Context: an optimization exercise on an open-source flow, tuned for small area and a short achievable clock period. The choices shown serve that exercise and are no tape-out recipe.
Only simulation tests tie the RTL to the original design; equivalence was not proved.
Power and IR drop assume default switching activity.

== build 20 ==
## bcr
module bcr # (parameter FIFO_WIDTH = 384, parameter ADDR_W = 15, parameter EDGE_W = 48, parameter Bank_Num_W = 3)
(
	input wire 						clk,
	input wire						rst,
	input wire						input_valid,
	input wire	[FIFO_WIDTH-1:0]	input_data,
	input wire						stall,
	output reg 	[EDGE_W-1:0]		output_data0,
	output reg 	[EDGE_W-1:0]		output_data1,
	output reg 	[EDGE_W-1:0]		output_data2,
	output reg 	[EDGE_W-1:0]		output_data3,
	output reg 	[EDGE_W-1:0]		output_data4,
	output reg 	[EDGE_W-1:0]		output_data5,
	output reg 	[EDGE_W-1:0]		output_data6,
	output reg 	[EDGE_W-1:0]		output_data7,
	output reg						output_valid0,
	output reg						output_valid1,
	output reg						output_valid2,
	output reg						output_valid3,
	output reg						output_valid4,
	output reg						output_valid5,
	output reg						output_valid6,
	output reg						output_valid7,
	output reg						inc
);
==> flow/config.mk <==
export PLATFORM = sky130hd
export DESIGN_NAME = bcr
export DESIGN_NICKNAME = bcr
export VERILOG_FILES = /design/flow/design.v
export SDC_FILE = /design/flow/constraint.sdc
export NUM_CORES = 4
export LEC_CHECK = 0
export CAP_MARGIN = 20
export CORE_MARGIN = 2
export CORE_UTILIZATION = 40
export SETUP_SLACK_MARGIN = 1.3
export SLEW_MARGIN = 20
==> flow/constraint.sdc <==
create_clock -name core_clock -period 3.0 [get_ports {clk}]
set_input_delay 0.6000 -clock core_clock [delete_from_list [all_inputs] [get_ports {clk}]]
set_output_delay 0.6000 -clock core_clock [all_outputs]
set_load 0.01 [all_outputs]
standard.sh (not shown) runs the stock make flow with config.mk's settings and CLKGATE_MAP_FILE= SYNTH_SCRIPT=/design/flow/synth_recipe.tcl, a recipe that flattens the netlist after the stock synthesis.
==> flow/flow/run.sh <==
#!/bin/bash
# Standard layout, except that the port buffers are plain buffers instead of
# the delay cells buffer_ports picks by default.
set -euo pipefail
export BUFFER_PORTS_ARGS="-buffer_cell sky130_fd_sc_hd__buf_2"
bash standard.sh > standard.log 2>&1
Setup changes, build 20 to build 80
- ABC_CLOCK_PERIOD_IN_PS: unset -> 1000
- SETUP_SLACK_MARGIN: 1.3 -> 1.2
==> flow/flow/run.sh <==
#!/bin/bash
# Standard layout, except that the port buffers are plain buffers instead of
# the delay cells buffer_ports picks by default.
set -euo pipefail
export BUFFER_PORTS_ARGS="-buffer_cell sky130_fd_sc_hd__buf_1"
bash standard.sh > standard.log 2>&1
==> notes.md <==
In build 80, the combinational gate power came out 15% below the value in build 20.
Final worst slack delta for build 80 relative to build 20: 64 ps higher
Between build 20 and build 80, the leakage power summed over all cells is higher for build 20.
Summary — global-route wire length before repair, build 80 relative to build 20: lower, by 1.9%.
Measured against each other, build 20 and build 80 differ in sum of internal, switching and leakage power, the higher figure coming from build 20.
Build 80: all-layer global routing usage is 0.49 points lower than what build 20 reported.
Going from build 20 to build 80, worst hold slack has decreased; number of nets with antenna violations after detailed routing has remained practically unchanged; portion of total power attributed to the clock network has decreased; proportion of total power due to net switching has increased.
## Diff of input files: build 84 against build 80
- SETUP_SLACK_MARGIN changed from 1.2 to 1.3
- ABC_CLOCK_PERIOD_IN_PS changed from 1000 to 1500
- CORE_UTILIZATION changed from 40 to 55
==> flow/flow/run.sh <==
#!/bin/bash
# Standard layout, except that the port buffers are plain buffers instead of
# the delay cells buffer_ports picks by default.
set -euo pipefail
export BUFFER_PORTS_ARGS="-buffer_cell sky130_fd_sc_hd__buf_2"
bash standard.sh > standard.log 2>&1
[summary]
Build 84 did not run to completion, as it errored out during I/O pin placement. Build 80 completed every stage of the flow, and the final layout passed the timing, DRC and antenna checks. From build 84 to build 80, XOR/XNOR share of the synthesized area did not move at all. Diff build 84..build 80 | number of enable flip-flop cells after synthesis | unchanged. Summary of build 84 over build 80: average cell area after synthesis was more or less identical, cell count after synthesis shows no meaningful change, vertical die dimension fell 14%, initial core utilization went up, area after synthesis shows no meaningful change. On number of cell rows, the lower figure sits with build 84, not build 80.
What build 62 does differently from build 84 at the input level:
- a deleted ABC_CLOCK_PERIOD_IN_PS that had been 1500
- a change of CORE_UTILIZATION from 55 to 40
- a deleted SETUP_SLACK_MARGIN that had been 1.3
==> flow/run.sh (new file) <==
#!/bin/bash
# synth_recipe.tcl (not shown) runs the flow's synth.tcl, then flattens the netlist and writes it again
# the make line also repeats each setting of config.mk as NAME=value (left out here)
make -C /OpenROAD-flow-scripts/flow DESIGN_CONFIG=/design/flow/config.mk WORK_HOME=/design/flow/orfs CLKGATE_MAP_FILE= SYNTH_SCRIPT=/design/flow/synth_recipe.tcl finish
removed: flow/flow/run.sh
removed: flow/standard.sh
Build 84 got as far as I/O pin placement, where a tool error ended the run.
The flow did not stop early for build 62: all stages ran, and the layout cleared the timing, DRC and antenna checks.
Diff build 84 -> build 62 | height of the chip | increase of about 17%
Per the comparison of build 62 with build 84, sequential area share after synthesis essentially unchanged; post-synth design cell area essentially unchanged; number of storage elements in the synthesis netlist essentially unchanged.
As far as synthesized instance count goes, build 62 and build 84 are indistinguishable; the numbers are identical.
Against build 84, build 62 comes in 16 points lower on initial core utilization.
Per the comparison of build 62 with build 84, die extent in x picked up an extra 17%; row count picked up an extra 14.
Input changes introduced in build 44 (baseline for comparison: build 62):
- SETUP_SLACK_MARGIN now 1.2, previously not set
- CTS_CLUSTER_DIAMETER now 60, previously not set
- CTS_CLUSTER_SIZE now 30, previously not set
- CTS_BUF_LIST now sky130_fd_sc_hd__clkbuf_8 sky130_fd_sc_hd__clkbuf_16, previously not set
==> flow/flow/run.sh (new file) <==
#!/bin/bash
# Standard layout, except that the port buffers are plain buffers instead of
# the delay cells buffer_ports picks by default.
set -euo pipefail
export BUFFER_PORTS_ARGS="-buffer_cell sky130_fd_sc_hd__buf_2"
bash standard.sh > standard.log 2>&1
==> flow/standard.sh (new file) <==
#!/bin/bash
# synth_recipe.tcl (not shown) runs the flow's synth.tcl, then flattens the netlist and writes it again
# the make line also repeats each setting of config.mk as NAME=value (left out here)
make -C /OpenROAD-flow-scripts/flow DESIGN_CONFIG=/design/flow/config.mk WORK_HOME=/design/flow/orfs CLKGATE_MAP_FILE= SYNTH_SCRIPT=/design/flow/synth_recipe.tcl "${@:-finish}"
removed: flow/run.sh
Relative area change from synthesis to final layout, build 62 and build 44: smaller value in build 44. Compared to build 62, the routing of build 44 uses less wire. As far as number of synthesized flops with an enable pin is concerned, build 44 and build 62 perform about the same. Against build 62, build 44 reports a fraction of area in multi-input gates that is higher. In build 44 the final-layout clock buffer total turned out 76 lower than in build 62. Against build 62 as the reference, build 44 delivers a lower global-route usage. Compare build 62 and build 44 | worst stage delay on the critical path lower: build 44.

## static timing again, ports no longer ideal
No port has a modelled driver above. Below, the same layouts with a new extraction and two added sets of constraints.
Step 1, drivers: a clkbuf_16 drives clk and a buf_2 each remaining input, both assumed.
Step 2 also shifts input and output timing later by t, the mid clock arrival at the registers, as if the neighbouring blocks saw the same clock.
Slacks: ideal / step 1 / step 2; pairs: ideal / step 1.
run	t (ns)	setup slack, ns	clock arrival spread, ns	worst register clock-pin slew, ns
build 20	0.669	0.969 / 0.969 / 0.969	0.029 / 0.029	0.06 / 0.06
build 80	0.680	1.033 / 1.033 / 0.876	0.034 / 0.033	0.06 / 0.06
build 62	0.663	0.621 / 0.621 / 0.486	0.030 / 0.031	0.07 / 0.07
build 44	0.657	0.967 / 0.967 / 0.967	0.025 / 0.025	0.10 / 0.10
After both steps setup and hold are still met in every run listed. For build 80, which loses most, drivers alone change the setup slack by 0.000 ns; drivers and shift together by -0.157 ns.
